Background: an optimization exercise with open tools, aiming at small area, a short achievable clock period and few clock cycles per item. Do not read the settings as production practice.
Only simulation tests tie the RTL to the original design; equivalence was not proved.

==> flow/design.v <==
module adder #(
    parameter W = 25
) (
    input  [W - 1 : 0] a, b,
    input              cin,
    output [W - 1 : 0] s
);
    localparam L = $clog2(W);
    wire [W - 1 : 0] p0 = a ^ b;
    wire [W - 1 : 0] g  [0 : L];
    wire [W - 1 : 0] p  [0 : L];
    assign g[0] = {a[W - 1 : 1] & b[W - 1 : 1], (a[0] & b[0]) | (p0[0] & cin)};
    assign p[0] = p0;
    genvar l, i;
    generate
        for (l = 0; l < L; l = l + 1) begin : lvl
            for (i = 0; i < W; i = i + 1) begin : col
                if ((i >> l) % 2 == 1) begin : cmb
                    assign g[l + 1][i] = g[l][i] | (p[l][i] & g[l][((i >> l) << l) - 1]);
                    assign p[l + 1][i] = p[l][i] & p[l][((i >> l) << l) - 1];
                end else begin : thru
                    assign g[l + 1][i] = g[l][i];
                    assign p[l + 1][i] = p[l][i];
                end
            end
        end
    endgenerate
    assign s = p0 ^ {g[L][W - 2 : 0], cin};
endmodule
module square_root_float (
    input clk, rst,
    input start,
    input [31:0] u,
    output [31:0] out,
    output done, neg_flag
);
    reg        busy;
    reg  [4:0] cnt;          
    reg        hor;          
    reg        cpy;          
    reg  [3:0] sh;           
    reg        xinv, xcin;   
    reg        fill;         
    reg [24:0] X;
    reg [24:0] Y;
    reg  [7:0] e_out;
    reg        sgn, spec;
    wire [7:0]  E = u[30:23];
    wire [22:0] M = u[22:0];
    wire        m_zero = (M == 23'd0);
    wire        zero = (E == 8'd0) & m_zero;
    wire        one  = E[0] & m_zero;
    wire [8:0]  e_sum = 9'd127 + {1'b0, E};
    always @(posedge clk) begin
        sgn   <= u[31];
        spec  <= zero | one;
        e_out <= zero ? 8'd0 : e_sum[8:1];
    end
    wire [4:0]  top_o = {2'b01, M[22:20]};
    wire [24:0] x_st = E[0] ? {top_o + 5'd2, M[19:0]} : {top_o + 5'd3, M[19:0]};
    wire [24:0] y_st = E[0] ? {top_o - 5'd2, M[19:0]} : {top_o - 5'd3, M[19:0]};
    wire signed [24:0] y_h  = {fill, Y[24:1]};
    wire        [24:0] x_h  = {1'b0, X[24:1]};
    wire        [24:0] y_sh = y_h >>> sh;
    wire        [24:0] x_sh = x_h >> sh;
    wire [24:0] xadd, yadd;
    adder #(.W(25)) X_Adder (.a(X), .b(y_sh ^ {25{xinv}}), .cin(xcin), .s(xadd));
    adder #(.W(25)) Y_Adder (.a(Y), .b(x_sh ^ {25{xinv}}), .cin(xinv), .s(yadd));
    always @(posedge clk) begin
        if (!busy) begin
            X   <= x_st;
            Y   <= y_st;
        end else begin
            X   <= hor ? X : xadd;
            Y   <= cpy ? xadd : yadd;
        end
    end
    wire fin = (cnt == 5'd27) | ((cnt == 5'd1) & (sgn | spec));
    assign done     = busy & fin;
    assign neg_flag = sgn;
    assign out      = {sgn, e_out, Y[22:0] & {23{~spec}}};
    wire [4:0] cnt_i = cnt + 5'd1;
    wire [4:0] cnt_n = busy ? cnt_i : {3'd0, ~E[0], E[0]};
    wire       hor_n = busy & (cnt_i >= 5'd19);
    wire       cpy_n = busy & (cnt_i >= 5'd18);
    wire [3:0] sh_n  = busy ? sh_i : {3'd0, ~E[0]};
    wire       hinv_n = hinv_i;
    reg [3:0] sh_i;
    reg       hinv_i;
    always @(*) begin
        hinv_i = 1'b0;
        case (cnt_i)
            5'd1:  sh_i = 4'd0;    
            5'd2:  sh_i = 4'd1;
            5'd3:  sh_i = 4'd2;
            5'd4:  sh_i = 4'd3;
            5'd5:  sh_i = 4'd3;    
            5'd6:  sh_i = 4'd4;
            5'd7:  sh_i = 4'd5;
            5'd8:  sh_i = 4'd6;
            5'd9:  sh_i = 4'd7;
            5'd10: sh_i = 4'd8;
            5'd11: sh_i = 4'd9;
            5'd12: sh_i = 4'd10;
            5'd13: sh_i = 4'd11;
            5'd14: sh_i = 4'd12;
            5'd15: sh_i = 4'd12;   
            5'd16: sh_i = 4'd13;
            5'd17: sh_i = 4'd14;
            5'd18: sh_i = 4'd15;   
            5'd19: sh_i = 4'd3;    
            5'd20: begin sh_i = 4'd1; hinv_i = 1'b1; end   
            5'd21: begin sh_i = 4'd3; hinv_i = 1'b1; end   
            5'd22: sh_i = 4'd2;    
            5'd23: sh_i = 4'd1;    
            5'd24: begin sh_i = 4'd1; hinv_i = 1'b1; end   
            5'd25: begin sh_i = 4'd1; hinv_i = 1'b1; end   
            default: sh_i = 4'd1;  
        endcase
    end
    wire yneg_n = busy & yadd[24];
    always @(posedge clk) begin
        hor   <= hor_n;
        cpy   <= cpy_n;
        sh    <= sh_n;
        xinv  <= hor_n ? hinv_n : ~yneg_n;
        xcin  <= ~hor_n & ~yneg_n;
        fill  <= ~hor_n & yneg_n;
    end
    always @(posedge clk, posedge rst) begin
        if (rst) begin
            busy <= 1'b0;
            cnt  <= 5'd0;
        end else begin
            cnt <= cnt_n;
            if (!busy)
                busy <= start;
            else if (fin)
                busy <= 1'b0;
        end
    end
endmodule
==> flow/flow/run.sh <==
#!/bin/bash
# Standard ORFS layout (the standard.sh, unchanged synthesis), with the
# timing repair after floorplan, CTS and global routing asked to leave a
# setup slack margin, so that it sizes and buffers the critical paths.
set -euo pipefail
bash standard.sh SETUP_SLACK_MARGIN=6.3 finish > standard.log 2>&1
==> flow/standard.sh <==
#!/bin/bash
# synth_recipe.tcl (not shown) runs the flow's synth.tcl, then flattens the netlist and writes it again
# the make line also repeats each setting of config.mk as NAME=value (left out here)
make -C /OpenROAD-flow-scripts/flow DESIGN_CONFIG=/design/flow/config.mk WORK_HOME=/design/flow/orfs CLKGATE_MAP_FILE= SYNTH_SCRIPT=/design/flow/synth_recipe.tcl "${@:-finish}"
==> flow/config.mk <==
export PLATFORM = sky130hd
export DESIGN_NAME = square_root_float
export DESIGN_NICKNAME = square_root_float
export VERILOG_FILES = /design/flow/design.v
export SDC_FILE = /design/flow/constraint.sdc
export NUM_CORES = 4
export LEC_CHECK = 0
export CAP_MARGIN = 50
export CORE_MARGIN = 2
export CORE_UTILIZATION = 40
export SLEW_MARGIN = 70
==> flow/constraint.sdc <==
create_clock -name core_clock -period 11.0 [get_ports {clk}]
set_input_delay 2.2000 -clock core_clock [delete_from_list [all_inputs] [get_ports {clk}]]
set_output_delay 2.2000 -clock core_clock [all_outputs]
set_load 0.01 [all_outputs]
==> impl_metrics.ini, run 1 <==
[worst_setup_path]
regToRegEndpoint = X[17]
critPathBufInv = 3
path_cells = inv_1, ha_1, inv_1, o41ai_1, nor3b_2, clkdlybuf4s50_1
reg2reg_from = sh[1]
crit_slowest_cell = clkdlybuf4s50_1
crit_path_start_kind = flop
critPathCapture = done
startpoint = cnt[1]
rrSetupSlack_ns = 6.58
cpLargestDelayFamily = buffers and inverters
cp.depth = 6
reg2reg_depth = 17
cp_common_cell = inv_1
critical_path_class = flop to output port
cp.arrival_ns = 2.33
critPathMaxStageDelay_ns = 0.56
cp_max_fo = 5
cp-end-kind = output port
required_ns = 8.80

[timing]
whs_ns = 0.598
fmax_mhz = 221
finalSetupTns_ns = 0
rsz0062_at_grt = no
finalHoldViolCount = 0
drv_slew = 0
slew_headroom_pct = 64.2
fin_crit_ns = 4.53
layout_worst_path_cycle_share_pct = 41.2
skew_ns = 0.0103
worstMarginPinSlew_ns = 0.534
setup_violations = 0

[synthesis]
synth-seq-cells = 75
seq_area_frac_synth_pct = 22.2
synth_compound_area_share_pct = 17.6
ys.flop_type = dfxtp_1
async_flop_share_pct = 8.00
synth_fa_ha_area_share_pct = 12.9
synth-simple-area-share_pct = 15.9
syn_nets = 1061
synthDistinctLibCells = 61
muxShareOfSynthArea_pct = 16.1
synth_edf_count = 25
ys.warnings.count = 2
synth_top_family_by_area = compound AO/OA/AOI/OAI gates
yosys-top-cells-area = dfxtp_1 11%, ha_1 10%, edfxtp_1 9.4%
synth_area_um2 = 8020
synth_xor_area_share_pct = 10.6
syn-instance-count = 950
yosys.area.top_type = dfxtp_1
yosysTopAreaCellShare_pct = 11.0
syn-mean-instance-area_um2 = 8.44

[cts]
h-tree-depth = 3
insertion_delay_ns = 0.35
cts_root_buf = clkbuf_16
cts_tree = yes
cts_buffers = 9
cts-hold-fix-buffers = 0
cts_buffer_depth = 2
clk_pin_slew_ns = 0.05
cts_num_sinks = 75

[outcome]
status = complete, no violations

[worst_hold_path]
min_path_type = flop to flop

[flow_run]
cap_violations = 0

[floorplan]
die-area_um2 = 21200
coreArea_um2 = 19600
start_util_pct = 40.9
pin_count = 69
die_x_um = 146
fp.dieH_um = 146
rows = 51

[place]
port_buffers = 68
dpl_cell_area_um2 = 9040
dp_hpwl_um = 18400
place.gp.congestion = 0.885

[grt]
grt_pass1_wl_um = 37400
track_usage_pct = 22.2
overflow = 0
grt_max_degree = 62
grt_pass1_vias = 6756
antenna_found_initial = 0

[layout]
stdcell_area_um2 = 9490
nets = 1099
fillers = 1941
synthToLayoutAreaGrowth_pct = 18.3
final_layout_size_suffix_gt1_share_pct = 12.1
diodes = 0

[route]
drt_iter0_drc = 576
wl_um = 23800
dr_total_vias = 7075
avgRoutedWirePerCell_um = 18.9
first_pass_iters = 5
drc = 0
routed_via_density = 5.62
ant_nets = 0
[layout by cell type, fill, tap and decap left out, types with 4 or more instances in the layout]
cell type,synthesis,routed
xnor2_2,0,4
xnor2_1,60,56
nor2_1,86,84
and2_1,9,9
nand2b_1,10,10
buf_4,2,4
o211ai_1,5,5
nand3_1,13,13
nand2_1,91,90
mux4_2,16,16
nor3_1,11,10
o21bai_1,5,5
mux2_2,30,30
xor2_1,37,35
a211oi_1,17,17
o21a_1,6,6
nor2b_1,32,32
edfxtp_1,25,25
mux2i_1,59,59
dfrtp_1,6,5
a31oi_1,6,6
clkbuf_16,0,11
a21o_1,11,11
clkdlybuf4s50_1,0,67
nor4_2,1,7
ha_1,65,65
and3_1,5,5
inv_1,39,36
fa_1,11,11
o21ai_0,53,49
dfxtp_1,44,40
a21oi_1,91,89
[worst reg2reg max path, delay by kind of cell (launching register included)]
family                   cells  cell delay [ns]
AND/OR/NAND/NOR              1             0.19
flip-flops                   1             0.33
adder cells (fa/ha/maj)      3             0.99
AO/OA/AOI/OAI                5             1.10
XOR/XNOR                     2             0.31
multiplexers                 3             0.79
buffers and inverters        3             0.48
[metal layers]
layer	share of wire, %	track usage, %	up-vias
met5	0	0	-
li1	-	-	3442
met3	8.0	5.05	27
met1	48	32.7	3379
met4	1.5	4.80	0
met2	43	33.1	227
[kinds of logic after synthesis]
logic type,Yosys count
adder cells (fa/ha/maj),76
AO/OA/AOI/OAI,225
XOR/XNOR,97
flip-flops,75
buffers and inverters,95
AND/OR/NAND/NOR,277
multiplexers,105
[final cells by class]
type,count,area [um2],share of cell area [%]
multi-input cells,780,6010,63.4
well taps,265,332,3.49
repair buffers,82,895,9.43
flip-flops and latches,75,1790,18.9
inverters,40,158,1.66
clock inverters,3,17.5,0.185
clock buffers,13,282,2.97
[sequential cells by signal (all words and copies together) (netlist names)]
name	cells
cpy	1
xinv	1
sgn	1
hor	1
sh	4
fill	1
X	25
cnt	5
xcin	1
spec	1
e_out	8
Y	25
busy	1
[per-stage QoR]
stage	std cells	utilization, %	worst slack, ns
after floorplan	950	-	6.59
after global placement	1236	45.3	5.66
after detailed placement	1240	46.1	6.36
after CTS	1256	47.7	6.33
after global routing	1258	48.4	6.26
final	1258	48.4	6.47
[timing repair]
action | CTS | global route
gates resized for setup | 0 | 11
endpoints found under the setup margin | 0 | 15
setup buffers | 0 | 0
[worst min path at each step]
stage	startpoint	endpoint	slack, ns	cells past startpoint
2_1_floorplan	cnt[0]	cnt[0]	0.54	1
3_3_place_gp	cnt[0]	cnt[0]	0.59	1
3_5_place_dp	cnt[0]	cnt[0]	0.60	1
4_1_cts	cnt[0]	cnt[0]	0.60	1
5_1_grt	cnt[0]	cnt[0]	0.67	1
6_report	cnt[0]	cnt[0]	0.60	1
[synth_stat cells, types with 9 or more instances]
cell type,instances
a211oi_1,17
a21o_1,11
a21oi_1,91
and2_1,9
buf_1,9
buf_2,10
clkbuf_1,34
dfxtp_1,44
edfxtp_1,25
fa_1,11
ha_1,65
inv_1,39
mux2_2,30
mux2i_1,59
mux4_2,16
nand2_1,91
nand2b_1,10
nand3_1,13
nor2_1,86
nor2b_1,32
nor3_1,11
o21ai_0,53
xnor2_1,60
xor2_1,37
Testbench counts, summed over its fixed seeds: cycles 43,995, items 1,600.
==> run 2: changes to the inputs <==
--- a/flow/flow/run.sh
+++ b/flow/flow/run.sh
@@ -5,2 +5,2 @@
 set -euo pipefail
-bash standard.sh SETUP_SLACK_MARGIN=6.3 finish > standard.log 2>&1
+bash standard.sh SETUP_SLACK_MARGIN=6.7 finish > standard.log 2>&1
==> impl_metrics.ini, run 2 <==
[synthesis]
synth_fa_ha_area_share_pct = 12.9
yosys-top-cells-area = dfxtp_1 11%, ha_1 10%, edfxtp_1 9.4%
yosys.area.top_type = dfxtp_1
seq_area_frac_synth_pct = 22.2
ys.warnings.count = 2
synth_xor_area_share_pct = 10.6
synth_edf_count = 25
async_flop_share_pct = 8.00
ys_top_cells_by_count = 91 x a21oi_1, 91 x nand2_1, 86 x nor2_1
syn_nets = 1061
muxShareOfSynthArea_pct = 16.1
synth_area_um2 = 8020
syn-instance-count = 950
yosysTopAreaCellShare_pct = 11.0
synth-simple-area-share_pct = 15.9
synth-seq-cells = 75
synthDistinctLibCells = 61
synth_compound_area_share_pct = 17.6
ys.flop_type = dfxtp_1
syn-mean-instance-area_um2 = 8.44
synth_top_family_by_area = compound AO/OA/AOI/OAI gates

[route]
dr_total_vias = 7076
ant_nets = 0
first_pass_iters = 5
drc = 0
drt_iter0_drc = 516
avgRoutedWirePerCell_um = 18.9
routed_via_density = 5.58
wl_um = 23900

[worst_setup_path]
cp.arrival_ns = 4.36
cp-end-kind = flop
critPathBufInv = 5
required_ns = 11.10
crit_path_start_kind = flop
path_cells = buf_16, buf_16, inv_16, mux4_2, nor2_1, a21oi_1, xnor2_1, fa_2, inv_1, fa_1, nand2b_4, a21oi_4, buf_4, nand2b_1, a21oi_2, o21ai_2, fa_2, mux2_2
cpLargestDelayFamily = adder cells
critPathMaxStageDelay_ns = 0.49
critical_path_class = flop to flop
cp_max_fo = 19
crit_slowest_cell = mux4_2

[floorplan]
start_util_pct = 40.9
die-area_um2 = 21200
fp.dieH_um = 146
pin_count = 69
die_x_um = 146
rows = 51
coreArea_um2 = 19600

[cts]
cts_num_sinks = 75
cts_tree = yes
insertion_delay_ns = 0.35
cts_buffers = 9
h-tree-depth = 3
cts_buffer_depth = 2
clk_pin_slew_ns = 0.06
cts_root_buf = clkbuf_16

[timing]
fin_crit_ns = 4.27
setup_ws_ns = 6.73
slew_headroom_pct = 69.3
skew_ns = 0.00910
drv_slew = 0
layout_worst_path_cycle_share_pct = 38.8
fmax_mhz = 234
setup_violations = 0
worstMarginPinSlew_ns = 0.457
finalSetupTns_ns = 0
rsz0062_at_grt = yes
finalHoldViolCount = 0

[layout]
reg.largest.list = X x25, Y x25, e_out x8
nets = 1108
final_cell_mix = 90 x nand2_1, 84 x a21oi_1, 84 x nor2_1, 66 x clkdlybuf4s50_1, 64 x ha_1
fillers = 1884
stdcell_area_um2 = 9720
layout_commonest_cell = nand2_1
diodes = 0
final_layout_size_suffix_gt1_share_pct = 14.8
fin_util_pct = 49.6
synthToLayoutAreaGrowth_pct = 21.2

[grt]
grt_pass1_vias = 6926
grt_pass1_wl_um = 37800
overflow = 0
grt_max_degree = 62
track_usage_pct = 22.6
antenna_found_initial = 0

[place]
place.gp.congestion = 0.905
dp_slack_ns = 6.39
dp_hpwl_um = 18300
dpl_cell_area_um2 = 9040
port_buffers = 68

[outcome]
status = complete, no violations

[flow_run]
cap_violations = 0

[worst_hold_path]
min_path_type = flop to flop
-- run 2: what timing repair did --
item	4_1_cts	5_1_grt
hold buffers	0	0
pin swaps	6	13
endpoints found under the setup margin	25	26
gates cloned	4	0
setup buffers	3	4
resized for setup	21	24
-- run 2: metrics by stage --
step                      hold WS (ns)  instances
after floorplan                  0.538        950
after global placement           0.576       1236
after detailed placement         0.593       1240
after CTS                        0.599       1263
after global routing             0.632       1267
final                            0.593       1267
-- run 2: final timing paths --
check / to / startpoint / slack (ns) / cells after the start
min reg2reg: cnt[0] / cnt[0] / 0.59 / 1
min in group asynchronous: cnt[0] / rst / 2.06 / 2
max reg2reg: X[8] / sh[0] / 6.73 / 18
max: X[8] / sh[0] / 6.73 / 18
min: cnt[0] / cnt[0] / 0.59 / 1
max in group asynchronous: busy / rst / 8.74 / 2
-- run 2: cell families (layout without fill, tap and decap cells) --
| kind of cell | Yosys count | count (layout) |
|---|---|---|
| DFF | 75 | 75 |
| buffers and inverters | 95 | 147 |
| adders and majority gates | 76 | 76 |
| xor gates and xnor gates | 97 | 97 |
| and+or+nand+nor | 277 | 277 |
| muxes | 105 | 105 |
| AOI/OAI and AO/OA | 225 | 225 |
-- run 2: final cells by class --
cell class	count	area, um2	share of cell area [%]
multi-input combinational	780	6110	62.9
tap	265	332	3.41
sequential	75	1800	18.5
timing repair inverter	1	8.76	0.0901
clock buffer	11	243	2.50
clock inverter	5	57.6	0.592
inverter	40	171	1.76
timing repair buffer	90	1000	10.3
-- run 2: layer usage --
metal  up-vias  global-route usage, %  wire (um)
met5         -                      0          0
met4         0                   6.86        514
met3        35                   4.33       1620
met2       216                   35.1      10500
met1      3362                   31.8      11300
li1       3463                      -          -
-- run 2: worst register-to-register path: stages (launching register included) --
cell and delay (ns):
dfxtp_4 0.37, buf_16 0.17, buf_16 0.17, inv_16 0.10, mux4_2 0.49, nor2_1 0.11
a21oi_1 0.06, xnor2_1 0.23, fa_2 0.25, inv_1 0.05, fa_1 0.38, nand2b_4 0.17
a21oi_4 0.18, buf_4 0.14, nand2b_1 0.18, a21oi_2 0.09, o21ai_2 0.13, fa_2 0.46
mux2_2 0.27
==> run 3: changes to the inputs <==
--- a/flow/config.mk
+++ b/flow/config.mk
@@ -10,2 +10,3 @@
 export CORE_UTILIZATION = 40
+export CTS_BUF_LIST = sky130_fd_sc_hd__clkbuf_8
 export SLEW_MARGIN = 70
==> impl_metrics.ini, run 3 <==
[synthesis]
async_flop_share_pct = 8.00
synth_compound_area_share_pct = 17.6
synth_top_family_by_area = compound AO/OA/AOI/OAI gates
syn-mean-instance-area_um2 = 8.44
ys_top_cells_by_count = 91 x a21oi_1, 91 x nand2_1, 86 x nor2_1
ys.flop_type = dfxtp_1
yosysTopAreaCellShare_pct = 11.0
synth-seq-cells = 75
yosys.area.top_type = dfxtp_1
syn_nets = 1061
synth_xor_area_share_pct = 10.6
muxShareOfSynthArea_pct = 16.1
seq_area_frac_synth_pct = 22.2
yosys-top-cells-area = dfxtp_1 11%, ha_1 10%, edfxtp_1 9.4%
synthDistinctLibCells = 61
synth-simple-area-share_pct = 15.9
synth_area_um2 = 8020
synth_fa_ha_area_share_pct = 12.9
syn-instance-count = 950
ys.warnings.count = 2
synth_edf_count = 25

[flow_run]
cap_violations = 0

[layout]
final_cell_mix = 90 x nand2_1, 87 x a21oi_1, 83 x nor2_1, 66 x clkdlybuf4s50_1, 64 x ha_1
fillers = 1897
diodes = 0
stdcell_area_um2 = 9630
layout_commonest_cell = nand2_1
synthToLayoutAreaGrowth_pct = 20.1
reg.largest.list = X x25, Y x25, e_out x8
nets = 1113
final_layout_size_suffix_gt1_share_pct = 14.9

[cts]
clk_pin_slew_ns = 0.09
cts-hold-fix-buffers = 0
insertion_delay_ns = 0.38
cts_root_buf = clkbuf_8
cts_buffer_depth = 2
cts_tree = yes
cts_buffers = 9
h-tree-depth = 3
cts_num_sinks = 75

[route]
top_layer_used = met4
drc = 0
ant_nets = 0
routed_via_density = 5.53
route.met3.wl_um = 1580
wl_um = 23800
first_pass_iters = 5
wl_met2_um = 10500
m1WireLength_um = 11300
drt_iter0_drc = 509
dr_total_vias = 7038
avgRoutedWirePerCell_um = 18.7

[timing]
worstMarginPinSlew_ns = 0.437
drv_slew = 0
slew_headroom_pct = 70.6
fmax_mhz = 240
finalSetupTns_ns = 0
layout_worst_path_cycle_share_pct = 37.8
rsz0062_at_grt = yes
finalHoldViolCount = 0
fin_crit_ns = 4.16
skew_ns = 0.0153
setup_violations = 0

[worst_setup_path]
crit_path_start_kind = flop
path_cells = buf_16, buf_16, clkinv_16, mux4_2, nor2_2, a21oi_1, xnor2_1, fa_2, inv_1, fa_2, nand2b_4, a21oi_4, o21ai_4, o31a_1, fa_2, xnor2_1, mux2_2
cp-end-kind = flop
required_ns = 11.14
critPathBufInv = 4
critical_path_class = flop to flop
crit_slowest_cell = mux4_2
critPathMaxStageDelay_ns = 0.50
cpLargestDelayFamily = adder cells
cp_max_fo = 30
cp_common_cell = fa_2
cp.arrival_ns = 4.30

[grt]
track_usage_pct = 22.3
overflow = 0
grt_pass1_vias = 6844
grt_pass1_wl_um = 37300
grt_max_degree = 62
antenna_found_initial = 0

[place]
port_buffers = 68
dp_hpwl_um = 18300
place.gp.congestion = 0.905
dpl_cell_area_um2 = 9040

[worst_hold_path]
min_path_type = flop to flop

[floorplan]
coreArea_um2 = 19600
fp.dieH_um = 146
die_x_um = 146
start_util_pct = 40.9
rows = 51
pin_count = 69
die-area_um2 = 21200

[outcome]
status = complete, no violations
## run 3: cell counts after synthesis
No cell type changed its count.
## run 3: cells by family after synthesis
logic type,count (synthesis)
AOI/OAI and AO/OA,225
xor gates and xnor gates,97
adders and majority gates,76
buffers and inverters,95
DFF,75
muxes,105
and+or+nand+nor,277
## run 3: area by class of cell
class	count	area [um2]	share of cell area, %
Clock buffer	10	138	1.43
Clock inverter	6	61.3	0.636
Inverter	40	181	1.88
Multi-Input combinational cell	780	6090	63.2
Sequential cell	75	1800	18.6
Tap cell	265	332	3.44
Timing Repair Buffer	96	1030	10.7
## run 3: final timing paths
path,start,end,slack [ns],cells past startpoint
setup reg to reg,sh[0],X[17],6.84,17
min in group asynchronous,rst,cnt[0],2.03,2
setup / recovery,sh[0],X[17],6.84,17
hold reg to reg,cnt[0],cnt[0],0.60,1
hold / removal,cnt[0],cnt[0],0.60,1
max in group asynchronous,rst,busy,8.76,2
## run 3: metrics by stage
stage / hold WS (ns) / cells / util, % / setup slack [ns]
finish: 0.599 / 1272 / 49.2 / 6.84
global route: 0.636 / 1272 / 49.2 / 6.62
CTS: 0.602 / 1260 / 47.7 / 6.68
detailed placement: 0.593 / 1240 / 46.1 / 6.39
global placement: 0.576 / 1236 / 45.3 / 5.66
floorplan: 0.538 / 950 / - / 6.71
## run 3: metal layers
metal,vias to the layer above,global-route usage [%]
met1,3326,31.4
met3,30,4.67
li1,3478,-
met2,204,34.6
met5,-,0
met4,0,6.18
## run 3: what timing repair did
item,4_1_cts,5_1_grt
endpoints found under the setup margin,24,23
pin swaps,3,15
cloned,1,2
buffers inserted,3,10
gates resized for setup,14,29
==> run 4: changes to the inputs <==
--- a/flow/flow/run.sh
+++ b/flow/flow/run.sh
@@ -5,2 +5,2 @@
 set -euo pipefail
-bash standard.sh SETUP_SLACK_MARGIN=6.7 finish > standard.log 2>&1
+bash standard.sh SETUP_SLACK_MARGIN=7.0 finish > standard.log 2>&1
--- a/flow/config.mk
+++ b/flow/config.mk
@@ -10,3 +10,2 @@
 export CORE_UTILIZATION = 40
-export CTS_BUF_LIST = sky130_fd_sc_hd__clkbuf_8
 export SLEW_MARGIN = 70
==> impl_metrics.ini, run 4 <==
[outcome]
status = complete, no violations

[timing]
setup_violations = 0
skew_ns = 0.0116
layout_worst_path_cycle_share_pct = 36.9
slew_headroom_pct = 67.1
drv_slew = 0
worstMarginPinSlew_ns = 0.490
finalSetupTns_ns = 0
fmax_mhz = 246
rsz0062_at_grt = yes
fin_crit_ns = 4.06
finalHoldViolCount = 0

[route]
routed_via_density = 5.66
dr_total_vias = 7336
first_pass_iters = 5
drc = 0
avgRoutedWirePerCell_um = 19.8
ant_nets = 0
drt_iter0_drc = 596
wl_um = 25600

[synthesis]
muxShareOfSynthArea_pct = 16.1
ys.warnings.count = 2
synth_xor_area_share_pct = 10.6
synth-seq-cells = 75
yosysTopAreaCellShare_pct = 11.0
synth_top_family_by_area = compound AO/OA/AOI/OAI gates
syn-instance-count = 950
yosys-top-cells-area = dfxtp_1 11%, ha_1 10%, edfxtp_1 9.4%
synth_area_um2 = 8020
synth_fa_ha_area_share_pct = 12.9
syn_nets = 1061
async_flop_share_pct = 8.00
syn-mean-instance-area_um2 = 8.44
ys.flop_type = dfxtp_1
synth-simple-area-share_pct = 15.9
synth_edf_count = 25
synthDistinctLibCells = 61
ys_top_cells_by_count = 91 x a21oi_1, 91 x nand2_1, 86 x nor2_1
yosys.area.top_type = dfxtp_1
synth_compound_area_share_pct = 17.6
seq_area_frac_synth_pct = 22.2

[grt]
grt_pass1_vias = 6876
antenna_found_initial = 0
grt_max_degree = 62
overflow = 0
track_usage_pct = 23.1
grt_pass1_wl_um = 38500

[layout]
final_layout_size_suffix_gt1_share_pct = 21.5
nets = 1138
reg.largest.list = X x25, Y x25, e_out x8
final_cell_mix = 88 x nand2_1, 80 x nor2_1, 79 x a21oi_1, 66 x clkdlybuf4s50_1, 59 x ha_1
diodes = 0
synthToLayoutAreaGrowth_pct = 28.6
layout_commonest_cell = nand2_1

[worst_setup_path]
critical_path_class = flop to flop
required_ns = 11.09
cp.arrival_ns = 4.15
startpoint = sh[1]
reg2reg_from = sh[1]
regToRegEndpoint = X[24]
rrSetupSlack_ns = 6.94
cp-end-kind = flop
cp_max_fo = 7
critPathCapture = X[24]
crit_path_start_kind = flop
reg2reg_depth = 19

[cts]
cts_buffer_depth = 2
clk_pin_slew_ns = 0.07
cts_root_buf = clkbuf_16
cts_num_sinks = 75
insertion_delay_ns = 0.35
cts_tree = yes
h-tree-depth = 3
cts_buffers = 9

[floorplan]
die-area_um2 = 21200
start_util_pct = 40.9
coreArea_um2 = 19600
fp.dieH_um = 146
die_x_um = 146
rows = 51
pin_count = 69

[flow_run]
cap_violations = 0

[worst_hold_path]
min_path_type = flop to flop
min_path_cells = 1

[place]
dp_hpwl_um = 18700
port_buffers = 68
place.gp.congestion = 0.912
==> run 4: cell counts after synthesis <==
Identical to the previous run, type by type.
==> run 4: kinds of logic (layout without fill, tap and decap cells) <==
| kind of cell | count (synthesis) | after routing |
|---|---|---|
| adder cells (fa/ha/maj) | 76 | 76 |
| XOR/XNOR | 97 | 97 |
| buffers and inverters | 95 | 177 |
| AND/OR/NAND/NOR | 277 | 277 |
| AO/OA/AOI/OAI | 225 | 225 |
| flip-flops | 75 | 75 |
| multiplexers | 105 | 105 |
==> run 4: worst max-delay path, cell delays in order, from the launching register on <==
cell	delay, ns
dfxtp_4	0.36
buf_12	0.14
clkbuf_16	0.16
mux2i_1	0.12
mux4_2	0.48
nor2_2	0.10
a21oi_2	0.05
xnor2_2	0.20
fa_2	0.22
inv_2	0.04
fa_2	0.33
nand2b_4	0.16
a21oi_4	0.19
o21ai_4	0.10
o41ai_4	0.39
nor4_2	0.07
buf_4	0.18
o31ai_4	0.23
xor2_1	0.18
a21oi_1	0.08
==> run 4: final cells by class <==
cell class / instances / area (um2)
fill: 1833 / 9270
multi-input combinational: 780 / 6420
tap: 265 / 332
clock buffer: 10 / 239
clock inverter: 6 / 55.1
inverter: 40 / 169
timing repair buffer: 121 / 1310
sequential: 75 / 1800
==> run 4: worst min path at each step <==
stage,from,to
after CTS,cnt[0],cnt[0]
after global placement,cnt[0],cnt[0]
after floorplan,cnt[0],cnt[0]
final,cnt[0],cnt[0]
after global routing,cnt[0],cnt[0]
after detailed placement,cnt[0],cnt[0]
==> run 4: what timing repair did <==
item,in CTS,in global routing
setup buffers,7,28
resized for setup,35,82
pin swaps,9,26
hold endpoints to repair,0,0
hold buffers,0,0
endpoints found under the setup margin,40,33
cloned,3,3
==> run 4: stage by stage <==
step | hold slack (ns) | area [um2] | setup WS [ns] | instances | utilization, %
after detailed placement | 0.619 | 9070 | 6.51 | 1240 | 46.3
final | 0.595 | 10300 | 6.94 | 1297 | 52.7
after CTS | 0.590 | 9630 | 6.96 | 1266 | 49.2
after floorplan | 0.538 | 8080 | 6.98 | 950 | -
after global placement | 0.587 | 8910 | 5.91 | 1237 | 45.5
after global routing | 0.610 | 10300 | 6.79 | 1297 | 52.7
==> run 4: metal layers <==
layer,share of wire [%],global-route usage (%),up-vias
met5,0,0,-
met4,1.2,6.42,0
met3,7.4,4.58,27
met2,46,35.8,275
met1,46,32.7,3515
li1,-,-,3519
==> run 5: changes to the inputs <==
--- a/flow/design.v
+++ b/flow/design.v
@@ -40,3 +40,3 @@
     reg        cpy;          
-    reg  [3:0] sh;           
+    reg  [3:0] s0, s1;       
     reg        xinv, xcin;   
@@ -63,4 +63,14 @@
     wire        [24:0] x_h  = {1'b0, X[24:1]};
-    wire        [24:0] y_sh = y_h >>> sh;
-    wire        [24:0] x_sh = x_h >> sh;
+    wire        [27:0] y_e0 = {{3{fill}}, y_h};
+    wire        [24:0] y_l1 = ({25{s0[0]}} & y_e0[24:0]) | ({25{s0[1]}} & y_e0[25:1]) |
+                              ({25{s0[2]}} & y_e0[26:2]) | ({25{s0[3]}} & y_e0[27:3]);
+    wire        [36:0] y_e1 = {{12{fill}}, y_l1};
+    wire        [24:0] y_sh = ({25{s1[0]}} & y_e1[24:0]) | ({25{s1[1]}} & y_e1[28:4]) |
+                              ({25{s1[2]}} & y_e1[32:8]) | ({25{s1[3]}} & y_e1[36:12]);
+    wire        [27:0] x_e0 = {3'b000, x_h};
+    wire        [24:0] x_l1 = ({25{s0[0]}} & x_e0[24:0]) | ({25{s0[1]}} & x_e0[25:1]) |
+                              ({25{s0[2]}} & x_e0[26:2]) | ({25{s0[3]}} & x_e0[27:3]);
+    wire        [36:0] x_e1 = {12'd0, x_l1};
+    wire        [24:0] x_sh = ({25{s1[0]}} & x_e1[24:0]) | ({25{s1[1]}} & x_e1[28:4]) |
+                              ({25{s1[2]}} & x_e1[32:8]) | ({25{s1[3]}} & x_e1[36:12]);
     wire [24:0] xadd, yadd;
@@ -124,3 +134,4 @@
         cpy   <= cpy_n;
-        sh    <= sh_n;
+        s0    <= 4'b0001 << sh_n[1:0];
+        s1    <= 4'b0001 << sh_n[3:2];
         xinv  <= hor_n ? hinv_n : ~yneg_n;
--- a/flow/config.mk
+++ b/flow/config.mk
@@ -10,2 +10,3 @@
 export CORE_UTILIZATION = 40
+export CTS_BUF_LIST = sky130_fd_sc_hd__clkbuf_8
 export SLEW_MARGIN = 70
==> impl_metrics.ini, run 5 <==
[layout]
fin_util_pct = 51.0
fillers = 1903
regArea_um2 = 1880
nets = 1138
synthToLayoutAreaGrowth_pct = 25.1
final_cell_mix = 100 x a22oi_1, 97 x nand2_1, 65 x clkdlybuf4s50_1, 64 x ha_1, 63 x nor2_1
layout_commonest_cell = a22oi_1
diodes = 0
final_layout_size_suffix_gt1_share_pct = 17.9
reg.largest.list = X x25, Y x25, e_out x8
multi_input_area_um2 = 6070

[worst_hold_path]
min_path_cells = 1
min_path_type = flop to flop

[worst_setup_path]
cp_max_fo = 24
startpoint = s0[0]
crit_path_start_kind = flop
critPathMaxStageDelay_ns = 0.42
crit_slowest_cell = a221o_1
cp_common_cell = a21oi_2
critical_path_class = flop to flop
critPathCapture = X[24]
regToRegEndpoint = X[24]
reg2reg_depth = 15
path_cells = buf_16, a22oi_2, nand2_2, a22o_1, a221oi_2, xnor2_1, ha_1, a21oi_2, o21bai_1, a221o_1, a221oi_4, a21oi_2, o32a_1, mux2i_1, a31o_1
cp.arrival_ns = 4.11
reg2reg_from = s0[0]
cp-end-kind = flop
required_ns = 11.15
rrSetupSlack_ns = 7.05

[grt]
grt_pass1_vias = 7064
track_usage_pct = 24.2
met1_usage_pct = 35.1
top_usage_layer = met2
met3_usage_pct = 4.30
grtUsageMet2_pct = 36.8
overflow = 0
grt_max_degree = 68
grt_pass1_wl_um = 38900
antenna_found_initial = 1

[route]
drc = 0
routed_via_density = 5.98
avgRoutedWirePerCell_um = 20.1
dr_total_vias = 7752
first_pass_iters = 6
wl_um = 26100
drt_iter0_drc = 1018
ant_nets = 0

[timing]
slew_headroom_pct = 68.2
rsz0062_at_grt = yes
drv_slew = 0
layout_worst_path_cycle_share_pct = 35.9
finalHoldViolCount = 0
fin_crit_ns = 3.95
worstMarginPinSlew_ns = 0.474
skew_ns = 0.00899
fmax_mhz = 253
setup_violations = 0
finalSetupTns_ns = 0
setup_ws_ns = 7.05

[synthesis]
seq_area_frac_synth_pct = 23.6
syn-mean-instance-area_um2 = 8.24
synthDistinctLibCells = 65
synth-seq-cells = 79
yosys-top-cells-area = dfxtp_1 12%, a22oi_1 11%, ha_1 10%
ys.warnings.count = 2
yosysMostFrequentCell = a22oi_1
synth_edf_count = 25
synth_area_um2 = 7910
ys.flop_type = dfxtp_1
syn_nets = 1070
syn-instance-count = 959
yosys.area.top_type = dfxtp_1
yosysTopAreaCellShare_pct = 12.2
ys_top_cells_by_count = 115 x a22oi_1, 108 x nand2_1, 65 x ha_1, 65 x nor2_1, 56 x xnor2_1
async_flop_share_pct = 7.59

[cts]
cts_root_buf = clkbuf_8
cts_buffer_depth = 2
cts_num_sinks = 79
h-tree-depth = 3
cts_tree = yes
insertion_delay_ns = 0.39
cts-hold-fix-buffers = 0
clk_pin_slew_ns = 0.09
cts_buffers = 9

[outcome]
status = complete, no violations

[floorplan]
start_util_pct = 40.8
pin_count = 69
die-area_um2 = 20900
rows = 51
coreArea_um2 = 19400
fp.dieH_um = 145
die_x_um = 145

[place]
dp_slack_ns = 6.39
port_buffers = 68
dp_hpwl_um = 18400
place.gp.congestion = 0.868

[flow_run]
cap_violations = 0
[run 5: worst max-delay path, delay by kind of cell (launching register included)]
kind / cells / cell delay, ns
AO/OA/AOI/OAI: 10 / 2.34
XOR/XNOR: 1 / 0.13
adder cells (fa/ha/maj): 1 / 0.37
buffers and inverters: 1 / 0.18
flip-flops: 1 / 0.41
multiplexers: 1 / 0.15
AND/OR/NAND/NOR: 1 / 0.13
[run 5: area by class of cell]
| class | count | share of cell area [%] |
|---|---|---|
| Clock inverter | 7 | 1.06 |
| Tap cell | 265 | 3.35 |
| Sequential cell | 79 | 19.0 |
| Timing Repair Buffer | 124 | 12.6 |
| Clock buffer | 9 | 1.25 |
| Multi-Input combinational cell | 778 | 61.4 |
| Inverter | 35 | 1.35 |
[run 5: timing repair]
| item | CTS | global route |
|---|---|---|
| resized for setup | 24 | 72 |
| pin swaps | 11 | 40 |
| endpoints found under the setup margin | 18 | 31 |
| buffers inserted | 8 | 28 |
| gates cloned | 0 | 2 |
[run 5: worst min-delay path by stage]
stage | from | endpoint | slack (ns)
3_5_place_dp | cnt[2] | busy | 0.60
6_report | cnt[0] | cnt[0] | 0.59
4_1_cts | cnt[0] | cnt[0] | 0.59
3_3_place_gp | cnt[2] | busy | 0.60
5_1_grt | cnt[0] | cnt[0] | 0.63
2_1_floorplan | cnt[0] | cnt[0] | 0.58
[run 5: cells by family after synthesis]
family                     count (synthesis)  synth area share (%)
and+or+nand+nor                          266                  15.7
xor gates and xnor gates                  92                  10.2
DFF                                       79                  23.6
adders and majority gates                 76                  13.1
muxes                                     26                  3.56
AOI/OAI and AO/OA                        318                  29.1
buffers and inverters                    102                  4.89
[run 5: stage by stage]
stage / cell area [um2] / std cells / hold WS [ns]
2_1_floorplan: 7920 / 959 / 0.578
3_3_place_gp: 8750 / 1236 / 0.603
3_5_place_dp: 8910 / 1242 / 0.599
4_1_cts: 9310 / 1266 / 0.594
5_1_grt: 9890 / 1297 / 0.626
6_report: 9890 / 1297 / 0.586
[run 5: metal layers]
layer / vias up / wire [um]
met4: 0 / 460
li1: 3698 / -
met1: 3706 / 12000
met3: 38 / 2010
met5: - / 0
met2: 310 / 11600
Testbench counts of run 5, summed over its fixed seeds: cycles 43,995, items 1,600.
==> run 6: changes to the inputs <==
--- a/flow/flow/run.sh
+++ b/flow/flow/run.sh
@@ -5,2 +5,2 @@
 set -euo pipefail
-bash standard.sh SETUP_SLACK_MARGIN=7.0 finish > standard.log 2>&1
+bash standard.sh SETUP_SLACK_MARGIN=6.7 finish > standard.log 2>&1
--- a/flow/config.mk
+++ b/flow/config.mk
@@ -9,3 +9,3 @@
 export CORE_MARGIN = 2
-export CORE_UTILIZATION = 40
+export CORE_UTILIZATION = 55
 export CTS_BUF_LIST = sky130_fd_sc_hd__clkbuf_8
==> impl_metrics.ini, run 6 <==
[synthesis]
syn-mean-instance-area_um2 = 8.24
synth_compound_area_share_pct = 29.1
yosysTopAreaCellShare_pct = 12.2
seq_area_frac_synth_pct = 23.6
async_flop_share_pct = 7.59
synth-seq-cells = 79
synth-simple-area-share_pct = 15.7
synth_edf_count = 25
muxShareOfSynthArea_pct = 3.56
ys_top_cells_by_count = 115 x a22oi_1, 108 x nand2_1, 65 x ha_1, 65 x nor2_1, 56 x xnor2_1
synth_area_um2 = 7910
ys.warnings.count = 2
syn-instance-count = 959
synth_fa_ha_area_share_pct = 13.1
yosys-top-cells-area = dfxtp_1 12%, a22oi_1 11%, ha_1 10%
yosysMostFrequentCell = a22oi_1
ys.flop_type = dfxtp_1
synth_top_family_by_area = compound AO/OA/AOI/OAI gates
synth_xor_area_share_pct = 10.2
syn_nets = 1070
synthDistinctLibCells = 65
yosys.area.top_type = dfxtp_1

[place]
dp_slack_ns = 6.39
dp_hpwl_um = 18400
place_inst = 1152
port_buffers = 68
place.gp.congestion = 0.921
dpl_cell_area_um2 = 8750

[worst_setup_path]
cp-end-kind = flop
cpLargestDelayFamily = compound AO/OA/AOI/OAI gates
path_cells = buf_6, a22oi_1, nand2_1, a22o_1, a221oi_1, xnor2_1, ha_1, o21ai_0, a211oi_1, o31a_1, nor2_1, nor2b_1, nor2_1, fa_1, xnor2_2, mux2_2
cp.arrival_ns = 4.40
critPathMaxStageDelay_ns = 0.44
critical_path_class = flop to flop
cp_max_fo = 52
cp_common_cell = nor2_1
required_ns = 11.13
critPathBufInv = 1
crit_slowest_cell = fa_1
crit_path_start_kind = flop

[grt]
grt_pass1_vias = 7268
antenna_found_initial = 0
grt_max_degree = 68
overflow = 0
grt_pass1_wl_um = 38800
track_usage_pct = 33.0

[route]
first_pass_iters = 6
drt_iter0_drc = 1141
drc = 0
ant_nets = 0
wl_um = 25100
avgRoutedWirePerCell_um = 21.3
dr_total_vias = 7876
routed_via_density = 6.70

[worst_hold_path]
min_path_type = flop to flop

[cts]
h-tree-depth = 3
insertion_delay_ns = 0.37
cts_tree = yes
clk_pin_slew_ns = 0.09
cts_buffer_depth = 2
cts_root_buf = clkbuf_8
cts_buffers = 9
cts_num_sinks = 79

[timing]
finalHoldViolCount = 0
fin_crit_ns = 4.26
skew_ns = 0.0197
layout_worst_path_cycle_share_pct = 38.7
slew_headroom_pct = 68.2
setup_violations = 0
worstMarginPinSlew_ns = 0.474
setup_ws_ns = 6.74
whs_ns = 0.666
fmax_mhz = 235
finalSetupTns_ns = 0
drv_slew = 0
rsz0062_at_grt = yes

[floorplan]
rows = 43
pin_count = 69
die-area_um2 = 15300
die_x_um = 124
fp.dieH_um = 124
coreArea_um2 = 13900
start_util_pct = 56.7

[layout]
fin_util_pct = 65.9
synthToLayoutAreaGrowth_pct = 16.2
final_cell_mix = 115 x a22oi_1, 107 x nand2_1, 66 x clkdlybuf4s50_1, 65 x ha_1, 64 x nor2_1
instances_no_fill = 1175
final_layout_size_suffix_gt1_share_pct = 8.74
stdcell_area_um2 = 9190
nets = 1101
diodes = 0
layout_commonest_cell = a22oi_1
reg.largest.list = X x25, Y x25, e_out x8

[flow_run]
cap_violations = 0

[outcome]
status = complete, no violations
## run 6: cell families after synthesis
group,Yosys count
muxes,26
and+or+nand+nor,266
buffers and inverters,102
AOI/OAI and AO/OA,318
xor gates and xnor gates,92
DFF,79
adders and majority gates,76
## run 6: timing repair
action                                  4_1_cts  5_1_grt
endpoints found under the setup margin        2       26
gates cloned                                  0        0
pin swaps                                     0        3
hold buffers                                  0        0
setup buffers                                 0        3
gates resized for setup                       2       12
## run 6: final cells by class
class | count | area (um2)
repair buffers | 87 | 902
well taps | 180 | 225
multi-input cells | 778 | 5800
flip-flops and latches | 79 | 1870
inverters | 35 | 134
fillers | 1158 | 4750
clock inverters | 6 | 115
clock buffers | 10 | 138
## run 6: worst paths after layout
path	to	depth (start not counted)	startpoint	slack (ns)
min in group asynchronous	cnt[1]	2	rst	2.04
hold / removal	cnt[0]	1	cnt[0]	0.67
hold reg to reg	cnt[0]	1	cnt[0]	0.67
setup reg to reg	X[17]	16	s0[0]	6.74
setup / recovery	X[17]	16	s0[0]	6.74
max in group asynchronous	busy	2	rst	8.74
## run 6: worst register-to-register path: cells and delay by family (launching register included)
| kind | cells | cell delay, ns |
|---|---|---|
| AO/OA/AOI/OAI | 6 | 1.61 |
| adder cells (fa/ha/maj) | 2 | 0.81 |
| AND/OR/NAND/NOR | 4 | 0.47 |
| XOR/XNOR | 2 | 0.34 |
| flip-flops | 1 | 0.32 |
| multiplexers | 1 | 0.27 |
| buffers and inverters | 1 | 0.22 |
## run 6: per-layer routing
layer / part of all wire (%) / vias up / GRT usage, %
met1: 43 / 3727 / 46.0
met5: 0 / - / 0
met4: 2.7 / 0 / 9.09
met3: 10 / 53 / 6.50
li1: - / 3616 / -
met2: 45 / 480 / 52.0
==> run 7: changes to the inputs <==
--- a/flow/config.mk
+++ b/flow/config.mk
@@ -9,4 +9,4 @@
 export CORE_MARGIN = 2
-export CORE_UTILIZATION = 55
+export CORE_UTILIZATION = 40
 export CTS_BUF_LIST = sky130_fd_sc_hd__clkbuf_8
-export SLEW_MARGIN = 70
+export SLEW_MARGIN = 60
==> impl_metrics.ini, run 7 <==
[outcome]
status = complete, no violations

[timing]
rsz0062_at_grt = no
fin_crit_ns = 4.14
drv_slew = 0
layout_worst_path_cycle_share_pct = 37.6
worstMarginPinSlew_ns = 0.647
finalHoldViolCount = 0
fmax_mhz = 242
finalSetupTns_ns = 0
slew_headroom_pct = 56.4
setup_violations = 0
setup_ws_ns = 6.86
skew_ns = 0.0172

[layout]
final_layout_size_suffix_gt1_share_pct = 8.16
multi_input_area_um2 = 5730
fillers = 1974
synthToLayoutAreaGrowth_pct = 15.4
nets = 1099
layout_commonest_cell = a22oi_1
reg.largest.list = X x25, Y x25, e_out x8
diodes = 0
regArea_um2 = 1870
final_cell_mix = 112 x a22oi_1, 105 x nand2_1, 66 x clkdlybuf4s50_1, 65 x ha_1, 64 x nor2_1

[synthesis]
syn-instance-count = 959
synth-seq-cells = 79
async_flop_share_pct = 7.59
synth_edf_count = 25
yosys-top-cells-area = dfxtp_1 12%, a22oi_1 11%, ha_1 10%
syn_nets = 1070
ys_top_cells_by_count = 115 x a22oi_1, 108 x nand2_1, 65 x ha_1, 65 x nor2_1, 56 x xnor2_1
ys.flop_type = dfxtp_1
synth_area_um2 = 7910
yosysMostFrequentCell = a22oi_1
synthDistinctLibCells = 65
syn-mean-instance-area_um2 = 8.24
seq_area_frac_synth_pct = 23.6
yosys.area.top_type = dfxtp_1
ys.warnings.count = 2
yosysTopAreaCellShare_pct = 12.2

[floorplan]
fp.dieH_um = 145
coreArea_um2 = 19400
rows = 51
start_util_pct = 40.8
die_x_um = 145
pin_count = 69
die-area_um2 = 20900

[place]
dp_slack_ns = 6.35
place.gp.congestion = 0.889
port_buffers = 68
dp_hpwl_um = 18100

[route]
avgRoutedWirePerCell_um = 19.7
routed_via_density = 5.97
drt_iter0_drc = 857
drc = 0
ant_nets = 0
first_pass_iters = 6
dr_total_vias = 7504
wl_um = 24800

[cts]
cts_tree = yes
cts_buffers = 9
insertion_delay_ns = 0.38
h-tree-depth = 3
clk_pin_slew_ns = 0.08
cts_root_buf = clkbuf_8
cts_num_sinks = 79
cts_buffer_depth = 2

[worst_setup_path]
critical_path_class = flop to output port
critPathBufInv = 2
cpLargestDelayFamily = flip-flops
critPathMaxStageDelay_ns = 0.40
rrSetupSlack_ns = 6.91
cp-end-kind = output port
required_ns = 8.80
cp.arrival_ns = 1.94
crit_slowest_cell = dfrtp_1
cp_max_fo = 3
crit_path_start_kind = flop
path_cells = inv_1, ha_1, nor3b_1, o21ai_0, a211oi_2, dlygate4sd2_1

[grt]
grt_pass1_vias = 6911
overflow = 0
grt_max_degree = 68
track_usage_pct = 23.7
grt_pass1_wl_um = 38300
antenna_found_initial = 0

[worst_hold_path]
min_path_type = flop to flop

[flow_run]
cap_violations = 0
## run 7: per-stage QoR
stage	instance area, um2	hold slack (ns)	util, %	instances
2_1_floorplan	7910	0.578	-	959
3_3_place_gp	8760	0.605	45.1	1237
3_5_place_dp	8790	0.615	45.3	1238
4_1_cts	9000	0.635	46.4	1254
5_1_grt	9130	0.646	47.0	1258
6_report	9130	0.589	47.0	1258
## run 7: worst reg2reg max path: cells and delay by family (launching register included)
kind                       cells  cell delay, ns
AOI/OAI and AO/OA              6            1.52
xor gates and xnor gates       2            0.25
adders and majority gates      2            0.57
buffers and inverters          3            0.45
DFF                            1            0.31
muxes                          1            0.26
and+or+nand+nor                4            0.48
## run 7: per-layer routing
layer	GRT usage [%]	wire length [um]
met3	3.64	2040
met4	4.70	301
met5	0	0
met1	35.0	11500
met2	36.6	11000
## run 7: layout make-up
| type | instances | area share (%) |
|---|---|---|
| multi-input combinational | 778 | 62.8 |
| sequential | 79 | 20.5 |
| timing repair buffer | 85 | 9.21 |
| tap | 265 | 3.63 |
| clock buffer | 11 | 1.66 |
| inverter | 35 | 1.47 |
| clock inverter | 5 | 0.672 |
## run 7: cell families after synthesis
family / Yosys count / synth area share, %
compound gates: 318 / 29.1
simple gates: 266 / 15.7
buf+inv: 102 / 4.89
xor+xnor: 92 / 10.2
flops: 79 / 23.6
fa+ha+maj: 76 / 13.1
mux: 26 / 3.56
## run 7: path summary, 6_finish.rpt
| kind | startpoint | end | cells past startpoint |
|---|---|---|---|
| worst max-delay path | cnt[1] | done | 6 |
| worst min-delay path | cnt[0] | cnt[0] | 1 |
| worst max register to register | s0[3] | X[15] | 18 |
| worst min register to register | cnt[0] | cnt[0] | 1 |
| max in group asynchronous | rst | cnt[0] | 2 |
| min in group asynchronous | rst | cnt[4] | 2 |
## run 7: repair_timing
item                       CTS  global route
setup buffers                0             4
setup endpoints to repair    2            24
hold buffers                 0             0
resized for setup            2            16
pin swaps                    0             5
==> run 8: changes to the inputs <==
--- a/flow/config.mk
+++ b/flow/config.mk
@@ -11,2 +11,2 @@
 export CTS_BUF_LIST = sky130_fd_sc_hd__clkbuf_8
-export SLEW_MARGIN = 60
+export SLEW_MARGIN = 40
==> impl_metrics.ini, run 8 <==
[synthesis]
seq_area_frac_synth_pct = 23.6
yosys-top-cells-area = dfxtp_1 12%, a22oi_1 11%, ha_1 10%
yosysMostFrequentCell = a22oi_1
synth_area_um2 = 7910
synth_edf_count = 25
yosys.area.top_type = dfxtp_1
ys.warnings.count = 2
yosysTopAreaCellShare_pct = 12.2
synthDistinctLibCells = 65
syn-instance-count = 959
syn-mean-instance-area_um2 = 8.24
syn_nets = 1070
synth-seq-cells = 79
async_flop_share_pct = 7.59
ys.flop_type = dfxtp_1
ys_top_cells_by_count = 115 x a22oi_1, 108 x nand2_1, 65 x ha_1, 65 x nor2_1, 56 x xnor2_1

[timing]
rsz0062_at_grt = no
finalHoldViolCount = 0
fmax_mhz = 242
setup_ws_ns = 6.86
fin_crit_ns = 4.14
setup_violations = 0
finalSetupTns_ns = 0
slew_headroom_pct = 51.5
worstMarginPinSlew_ns = 0.727
layout_worst_path_cycle_share_pct = 37.6
skew_ns = 0.0139
drv_slew = 0

[flow_run]
cap_violations = 0

[layout]
final_cell_mix = 113 x a22oi_1, 105 x nand2_1, 67 x clkdlybuf4s50_1, 65 x ha_1, 64 x nor2_1
reg.largest.list = X x25, Y x25, e_out x8
nets = 1101
layout_commonest_cell = a22oi_1
instances_no_fill = 1260
synthToLayoutAreaGrowth_pct = 15.6
final_layout_size_suffix_gt1_share_pct = 7.84
diodes = 0

[worst_setup_path]
cp-end-kind = flop
crit_slowest_cell = o31a_1
critPathMaxStageDelay_ns = 0.39
critical_path_class = flop to flop
required_ns = 11.14
crit_path_start_kind = flop
cp.arrival_ns = 4.28
cp_max_fo = 45
path_cells = buf_6, a22oi_2, nand2_2, a22oi_1, nand2_1, xor2_1, fa_1, inv_1, fa_1, nand2b_1, a21oi_2, o31a_1, buf_4, o311ai_0, nand2_1, a21oi_1, xnor2_1, mux2_2
reg2reg_depth = 18

[grt]
grt_pass1_vias = 6920
overflow = 0
grt_max_degree = 68
grt_pass1_wl_um = 38300
antenna_found_initial = 0
track_usage_pct = 23.8

[worst_hold_path]
min_path_cells = 2
min_path_type = flop to flop

[route]
wl_um = 24700
routed_via_density = 5.95
drt_iter0_drc = 856
dr_total_vias = 7492
drc = 0
ant_nets = 0
avgRoutedWirePerCell_um = 19.6
first_pass_iters = 8

[place]
place_inst = 1238
dp_slack_ns = 6.09
port_buffers = 68
place.gp.congestion = 0.889
dp_hpwl_um = 18200

[floorplan]
start_util_pct = 40.8
die_x_um = 145
rows = 51
pin_count = 69
fp.dieH_um = 145
die-area_um2 = 20900
coreArea_um2 = 19400

[cts]
cts_tree = yes
cts_root_buf = clkbuf_8
clk_pin_slew_ns = 0.09
insertion_delay_ns = 0.38
cts_buffers = 9
cts_num_sinks = 79
cts_buffer_depth = 2
h-tree-depth = 3

[outcome]
status = complete, no violations
run 8: cell types whose count changed in the layout (fill, tap and decap cells not counted), sizes merged:
| cell | previous run | this run |
|---|---|---|
| buf | 17 | 18 |
| clkbuf | 12 | 11 |
| clkdlybuf4s50 | 66 | 67 |
| clkinv | 0 | 1 |
| clkinvlp | 1 | 0 |
| dlygate4sd2 | 1 | 0 |
| dlymetal6s2s | 0 | 1 |
| inv | 38 | 39 |
run 8: kinds of logic (layout without fill, tap and decap cells):
logic type / Yosys count / after routing / share of synthesized area (%)
compound gates: 318 / 318 / 29.1
simple gates: 266 / 266 / 15.7
buf+inv: 102 / 138 / 4.89
xor+xnor: 92 / 92 / 10.2
flops: 79 / 79 / 23.6
fa+ha+maj: 76 / 76 / 13.1
mux: 26 / 26 / 3.56
run 8: cell type report:
cell class / count / area (um2)
clock inverter: 6 / 66.3
tap: 265 / 332
inverter: 35 / 131
fill: 1967 / 10300
clock buffer: 10 / 138
sequential: 79 / 1870
multi-input combinational: 778 / 5720
timing repair buffer: 87 / 883
run 8: final timing paths:
kind                       startpoint  endpoint  slack, ns
hold reg to reg                cnt[2]      busy       0.62
max in group asynchronous         rst      busy       8.75
setup reg to reg                s0[3]     X[15]       6.86
setup / recovery                s0[3]     X[15]       6.86
hold / removal                 cnt[2]      busy       0.62
min in group asynchronous         rst    cnt[4]       2.03
run 8: critical path: cells and delay by family (launching register included):
family	cells	cell delay [ns]
adder cells (fa/ha/maj)	2	0.56
flip-flops	1	0.33
XOR/XNOR	2	0.27
multiplexers	1	0.27
AND/OR/NAND/NOR	4	0.50
buffers and inverters	3	0.46
AO/OA/AOI/OAI	6	1.50
run 8: repair_timing:
action / CTS / global route
hold endpoints to repair: 0 / 0
pin swaps: 0 / 6
gates resized for setup: 4 / 12
hold buffers: 0 / 0
endpoints found under the setup margin: 9 / 22
setup buffers: 0 / 3
run 8: per-stage QoR:
stage,hold WS [ns],area (um2),utilization [%]
floorplan,0.578,7910,-
global placement,0.605,8760,45.1
detailed placement,0.614,8790,45.3
CTS,0.624,9010,46.5
global route,0.673,9140,47.1
finish,0.616,9140,47.1
run 8: layer usage:
metal	GRT usage [%]	wire, um
met1	34.0	11400
met3	5.73	2100
met4	6.80	340
met2	35.6	10900
met5	0	0
==> run 9: changes to the inputs <==
--- a/flow/config.mk
+++ b/flow/config.mk
@@ -11,2 +11,2 @@
 export CTS_BUF_LIST = sky130_fd_sc_hd__clkbuf_8
-export SLEW_MARGIN = 40
+export SLEW_MARGIN = 70
==> impl_metrics.ini, run 9 <==
[timing]
fin_crit_ns = 4.16
rsz0062_at_grt = yes
layout_worst_path_cycle_share_pct = 37.9
finalHoldViolCount = 0
finalSetupTns_ns = 0
slew_headroom_pct = 69.1
fmax_mhz = 240
drv_slew = 0
setup_violations = 0
skew_ns = 0.0115
worstMarginPinSlew_ns = 0.460

[grt]
grt_pass1_wl_um = 38400
antenna_found_initial = 0
grt_pass1_vias = 6927
overflow = 0
grt_max_degree = 68
track_usage_pct = 23.9

[floorplan]
rows = 51
die-area_um2 = 20900
fp.dieH_um = 145
die_x_um = 145
pin_count = 69
start_util_pct = 40.8
coreArea_um2 = 19400

[route]
dr_total_vias = 7537
drc = 0
routed_via_density = 5.96
avgRoutedWirePerCell_um = 19.6
first_pass_iters = 8
wl_um = 24700
drt_iter0_drc = 912
ant_nets = 0

[layout]
regArea_um2 = 1870
final_cell_mix = 113 x a22oi_1, 104 x nand2_1, 66 x clkdlybuf4s50_1, 64 x nor2_1, 64 x ha_1
reg.largest.list = X x25, Y x25, e_out x8
fin_util_pct = 48.1
multi_input_area_um2 = 5800
instances_no_fill = 1264
layout_commonest_cell = a22oi_1
diodes = 0
nets = 1105
synthToLayoutAreaGrowth_pct = 18.1
final_layout_size_suffix_gt1_share_pct = 9.71
fillers = 1934

[synthesis]
ys.warnings.count = 2
ys_top_cells_by_count = 115 x a22oi_1, 108 x nand2_1, 65 x ha_1, 65 x nor2_1, 56 x xnor2_1
syn-mean-instance-area_um2 = 8.24
synth_fa_ha_area_share_pct = 13.1
synth_compound_area_share_pct = 29.1
synthDistinctLibCells = 65
muxShareOfSynthArea_pct = 3.56
synth_edf_count = 25
seq_area_frac_synth_pct = 23.6
syn_nets = 1070
syn-instance-count = 959
yosys-top-cells-area = dfxtp_1 12%, a22oi_1 11%, ha_1 10%
yosys.area.top_type = dfxtp_1
synth-simple-area-share_pct = 15.7
synth_top_family_by_area = compound AO/OA/AOI/OAI gates
yosysMostFrequentCell = a22oi_1
synth-seq-cells = 79
synth_area_um2 = 7910
synth_xor_area_share_pct = 10.2
ys.flop_type = dfxtp_1
async_flop_share_pct = 7.59
yosysTopAreaCellShare_pct = 12.2

[place]
place_inst = 1242
port_buffers = 68
place.gp.congestion = 0.889
dp_hpwl_um = 18400

[cts]
cts_buffer_depth = 2
cts_root_buf = clkbuf_8
cts_num_sinks = 79
h-tree-depth = 3
cts_tree = yes
clk_pin_slew_ns = 0.08
insertion_delay_ns = 0.38
cts-hold-fix-buffers = 0
cts_buffers = 9

[worst_setup_path]
cp_max_fo = 31
required_ns = 11.13
crit_path_start_kind = flop
cp-end-kind = flop
cp.arrival_ns = 4.30
critical_path_class = flop to flop

[outcome]
status = complete, no violations

[worst_hold_path]
min_path_type = flop to flop

[flow_run]
cap_violations = 0
## run 9: cell counts after synthesis
No cell type changed its count.
## run 9: what timing repair did
action	in CTS	in global routing
setup buffers	1	3
pin swaps	1	8
endpoints found under the setup margin	2	31
resized for setup	1	22
## run 9: cell type report
type | count | area share [%]
tap | 265 | 3.55
clock inverter | 7 | 1.46
inverter | 35 | 1.43
timing repair buffer | 91 | 10.0
multi-input combinational | 778 | 62.1
clock buffer | 9 | 1.33
sequential | 79 | 20.0
## run 9: logic make-up after synthesis
group,Yosys count
buf+inv,102
compound gates,318
simple gates,266
flops,79
mux,26
xor+xnor,92
fa+ha+maj,76
## run 9: routing by layer
metal / GRT usage [%] / up-vias / wire (um)
li1: - / 3631 / -
met1: 34.8 / 3586 / 11500
met3: 4.90 / 31 / 2010
met5: 0 / - / 0
met4: 5.93 / 0 / 428
met2: 36.2 / 289 / 10800
## run 9: worst paths after layout
| check | start | to | slack [ns] | depth (start not counted) |
|---|---|---|---|---|
| worst max-delay path | s0[3] | X[17] | 6.84 | 17 |
| worst max register to register | s0[3] | X[17] | 6.84 | 17 |
| max in group asynchronous | rst | busy | 8.75 | 2 |
| worst min register to register | cnt[2] | busy | 0.67 | 2 |
| min in group asynchronous | rst | cnt[4] | 2.04 | 2 |
| worst min-delay path | cnt[2] | busy | 0.67 | 2 |
## run 9: metrics by stage
step	setup slack (ns)	hold slack (ns)	cell area [um2]
after floorplan	6.82	0.578	7910
after global placement	6.10	0.605	8760
after detailed placement	6.34	0.624	8910
after CTS	6.74	0.643	9180
after global routing	6.65	0.704	9340
final	6.84	0.665	9340
## run 9: critical path, cell delays in order (launching register included)
cell and delay [ns]:
dfxtp_1 0.30, buf_4 0.20, buf_16 0.19, a22oi_1 0.21, nand2_1 0.16, a22o_1 0.26
a221oi_1 0.34, xnor2_1 0.16, ha_1 0.34, o21ai_0 0.13, a211oi_1 0.25, o31a_1 0.27
nor2_1 0.10, nor2b_1 0.12, nor2_1 0.06, fa_1 0.40, xnor2_1 0.16, mux2_2 0.27

-- afterwards: timing with drivers on the ports --
The results above use ideal ports. As a check the final layouts listed here were re-extracted and re-timed, cells and wires unchanged. Step 1 (the two cells are an assumption about what drives the block):
set clk [get_ports {clk}]
set_driving_cell -lib_cell sky130_fd_sc_hd__clkbuf_16 $clk
set_driving_cell -lib_cell sky130_fd_sc_hd__buf_2 [delete_from_list [all_inputs] $clk]
Step 2 moves the port delays by t, midway between the first and last clock arrival at a register: inputs arrive t later, outputs are due t later. That takes back most of the time a late clock gives input paths. a / b / c = ideal / step 1 / step 2; a / b = the first two.
run | shift t [ns] | setup WS [ns] | worst hold slack (ns) | slew at the worst register clock pin (ns)
run 1 | 0.387 | 6.472 / 6.431 / 6.576 | 0.598 / 0.598 / 0.598 | 0.06 / 0.06
run 2 | 0.389 | 6.734 / 6.734 / 6.583 | 0.593 / 0.593 / 0.593 | 0.06 / 0.06
run 3 | 0.409 | 6.840 / 6.840 / 6.571 | 0.599 / 0.599 / 0.599 | 0.09 / 0.09
run 4 | 0.390 | 6.936 / 6.936 / 6.800 | 0.595 / 0.595 / 0.595 | 0.07 / 0.07
run 5 | 0.426 | 7.047 / 7.047 / 6.732 | 0.586 / 0.586 / 0.586 | 0.09 / 0.09
run 6 | 0.402 | 6.738 / 6.738 / 6.512 | 0.666 / 0.666 / 0.666 | 0.10 / 0.10
run 7 | 0.410 | 6.864 / 6.828 / 6.565 | 0.589 / 0.589 / 0.589 | 0.10 / 0.10
run 8 | 0.409 | 6.859 / 6.859 / 6.512 | 0.616 / 0.616 / 0.616 | 0.09 / 0.09
run 9 | 0.413 | 6.835 / 6.835 / 6.525 | 0.665 / 0.665 / 0.665 | 0.09 / 0.09
After both steps setup and hold are still met in every run listed. The setup slack of run 8, which loses most, moves by 0.000 ns with the drivers and by -0.347 ns with both steps.
